Context: an optimization exercise on an open-source flow, tuned for small area and a short achievable clock period. The choices shown serve that exercise and are no tape-out recipe. At most, simulation tests tie the RTL to the original design; equivalence was not proved. Power is estimated from default activity; no workload was simulated.

// FSA
module FSA(clk, rst, Multiplicand, Multiplier, Result);
  input clk, rst;
  input [11:0] Multiplicand;
  input [11:0] Multiplier;
  output reg [23:0] Result;
  wire w1;
  wire w2;
  wire w3;
  wire w4;
  wire w5;
  wire w6;
  wire w7;
  wire w8;
  wire w9;
  wire w10;
  wire w11;
  wire w12;
  wire w13;
  wire w14;
  wire w15;
  wire w16;
  wire w17;
  wire w18;
  wire w19;
  wire w20;
  wire w21;
  wire w22;
  wire w23;
  wire w24;
  wire w25;
  wire w26;
  wire w27;
  wire w28;
  wire w29;
  wire w30;
  wire w31;
  wire w32;
  wire w33;
  wire w34;
  wire w35;
  wire w36;
  wire w37;
  wire w38;
  wire w39;
  wire w40;
  wire w41;
  wire w42;
  wire w43;
  wire w44;
  wire w45;
  wire w46;
  wire w47;
  wire w48;
  wire w49;
  wire w50;
  wire w51;
  wire w52;
  wire w53;
  wire w54;
  wire w55;
  wire w56;
  wire w57;
  wire w58;
  wire w59;
  wire w60;
  wire w61;
  wire w62;
  wire w63;
  wire w64;
  wire w65;
  wire w66;
  wire w67;
  wire w68;
  wire w69;
  wire w70;
  wire w71;
  wire w72;
  wire w73;
  wire w74;
  wire w75;
  wire w76;
  wire w77;
  wire w78;
  wire w79;
  wire w80;
  wire w81;
  wire w82;
  wire w83;
  wire w84;
  wire w85;
  wire w86;
  wire w87;
  wire w88;
  ...
Size: ~460 cells after synthesis, ~50 I/O pins, ~0.0042 sq mm of cells after synthesis.
==> flow/config.mk <==
export PLATFORM = sky130hd
export DESIGN_NAME = FSA
export DESIGN_NICKNAME = FSA
export VERILOG_FILES = /design/flow/design.v
export SDC_FILE = /design/flow/constraint.sdc
export NUM_CORES = 4
export LEC_CHECK = 0
export CAP_MARGIN = 20
export CORE_MARGIN = 2
export CORE_UTILIZATION = 40
export SETUP_SLACK_MARGIN = 3
export SLEW_MARGIN = 20
export SYNTH_HIERARCHICAL = 1
==> flow/constraint.sdc <==
create_clock -name core_clock -period 10.0 [get_ports {clk}]
set_input_delay 2.0000 -clock core_clock [delete_from_list [all_inputs] [get_ports {clk}]]
set_output_delay 2.0000 -clock core_clock [all_outputs]
set_load 0.01 [all_outputs]
standard.sh (not shown) runs the stock make flow with config.mk's settings and CLKGATE_MAP_FILE= SYNTH_SCRIPT=/design/flow/synth_recipe.tcl, a recipe that flattens the netlist after the stock synthesis.
==> flow/flow/run.sh <==
#!/bin/bash
set -euo pipefail
here=$(pwd)
export IN_BUF=${IN_BUF:-sky130_fd_sc_hd__buf_4}
bash standard.sh "BUFFER_PORTS_ARGS=-buffer_cell sky130_fd_sc_hd__buf_1" \
  "POST_GLOBAL_PLACE_TCL=$here/flow/inbuf.tcl" finish > make.log 2>&1
==> flow/flow/inbuf.tcl <==
# Resize the buffers that buffer_ports put on the input ports (not the clock,
# which buffer_ports leaves alone) to $::env(IN_BUF).
set n 0
foreach inst [[ord::get_db_block] getInsts] {
  set name [$inst getName]
  if { [string match "input*" $name] && [[$inst getMaster] getName] eq "sky130_fd_sc_hd__buf_1" } {
    replace_cell $name $::env(IN_BUF)
    incr n
  }
}
puts "inbuf.tcl: resized $n input buffers to $::env(IN_BUF)"
==> next run, changes <==
==> flow/flow/run.sh (replaced) <==
#!/bin/bash
# Own layout flow: the standard layout (standard.sh), except that the
# port buffers are small buffers instead of the resizer's default choice.
# Each tool's output goes to a log of its own here (make.log holds the ORFS
# make run, with its per-step logs under orfs/logs).
set -euo pipefail
BUF=${PORT_BUF:-sky130_fd_sc_hd__buf_1}
bash standard.sh "BUFFER_PORTS_ARGS=-buffer_cell $BUF" finish > make.log 2>&1
removed: flow/flow/inbuf.tcl
Effect: Combinational power stays flat. Critical path depth does not change. Design area drops slightly. Area after synthesis does not change. Power drops slightly. Fmax shrinks by a few percent. Setup slack got worse by 0.40 ns. Global-route usage hardly moves. Via count decreases slightly. Core utilization falls by 0.88 points. Hold slack gets better by 0.15 ns.

========
== run A ==
Another version of the RTL of FSA (not shown whole).
Size in the first run: about 470 cells after synthesis, ~24 flip-flops, ~0.0043 mm2 of cells after synthesis.
==> flow/config.mk <==
export PLATFORM = sky130hd
export DESIGN_NAME = FSA
export DESIGN_NICKNAME = FSA
export VERILOG_FILES = /design/flow/design.v
export SDC_FILE = /design/flow/constraint.sdc
export NUM_CORES = 4
export LEC_CHECK = 0
export CAP_MARGIN = 20
export CORE_MARGIN = 2
export CORE_UTILIZATION = 40
export SETUP_SLACK_MARGIN = 3
export SLEW_MARGIN = 20
export SYNTH_HIERARCHICAL = 1
==> flow/constraint.sdc <==
create_clock -name core_clock -period 10.0 [get_ports {clk}]
set_input_delay 2.0000 -clock core_clock [delete_from_list [all_inputs] [get_ports {clk}]]
set_output_delay 2.0000 -clock core_clock [all_outputs]
set_load 0.01 [all_outputs]
==> flow/flow/run.sh <==
#!/bin/bash
# Own layout flow: the standard layout (standard.sh), except that the
# port buffers are small buffers instead of the resizer's default choice.
# Each tool's output goes to a log of its own here (make.log holds the ORFS
# make run, with its per-step logs under orfs/logs).
set -euo pipefail
BUF=${PORT_BUF:-sky130_fd_sc_hd__buf_1}
bash standard.sh "BUFFER_PORTS_ARGS=-buffer_cell $BUF" finish > make.log 2>&1
Run A finished every stage and its layout cleared the timing, DRC and antenna checks.
Edits applied to the flow inputs when going from run A to run B:
- swapping 3 for 4 in SETUP_SLACK_MARGIN
Run B: done, clean on timing, DRC and antenna
Re total met2 wirelength after detailed routing: run B is about 9% up on run A.
[compare] base=run A new=run B: highest clock frequency the design can meet rose 20 MHz, utilization climbed 6.2 points.
Against run A, first-pass GRT wire length in run B rose by a few percent.
Run A → run B: critical path's largest stage delay up 0.02 ns; worst setup slack up 0.77 ns.
Layout overhead on the synthesized area, run B and run A, lower one = run A.
Side by side, clock share of power turned out lower in run B than in run A.
Total power for run B: 380 uW up relative to run A
For length of routed met3 wiring, dividing the value from run A by the value from run B gives 0.78.
Run B ends up with higher non-clock buffer count than run A does.
Here is what was changed in the inputs of run C compared with run B.
- a change of SETUP_SLACK_MARGIN from 4 to 5
## What came out
Summary — portion of total power attributed to the clock network, run C relative to run B: lower, by 0.6 points.
As far as max-slew violation count goes, run C and run B are indistinguishable; the numbers are identical.
Lower post-route core utilization goes to run B over run C.
There was hardly any difference in synthesized cell count between run C and run B.
Run C vs run B — final period demand of the worst path dropped 0.041 ns.
No run of this note included a check of the RTL's function; only the layout flow was run.

-- separate check: timing with driven ports --
The results above use ideal ports. As a check the final layouts listed here were re-extracted and re-timed, cells and wires unchanged. Step 1, drivers: a clkbuf_16 drives clk and a buf_2 each remaining input, both assumed. Step 2 also shifts input and output timing later by t, the mid clock arrival at the registers, as if the neighbouring blocks saw the same clock. Three values: ideal, step 1, step 2; two values: the first two.
run	t, ns	slack for setup (ns)	worst data-port slew with drivers (ns)	cell pins on the clock port's net
the first run of note 1	0.281	3.768 / 3.770 / 3.490	0.03	1
the second run of note 1	0.281	3.363 / 3.364 / 3.082	0.03	1
run A	0.284	3.333 / 3.335 / 3.051	0.03	1
run B	0.286	4.102 / 4.061 / 3.775	0.11	1
run C	0.287	4.143 / 4.041 / 3.754	0.16	1
After both steps setup and hold are still met in every run listed. For run C, which loses most, drivers alone change the setup slack by -0.102 ns; drivers and shift together by -0.389 ns.
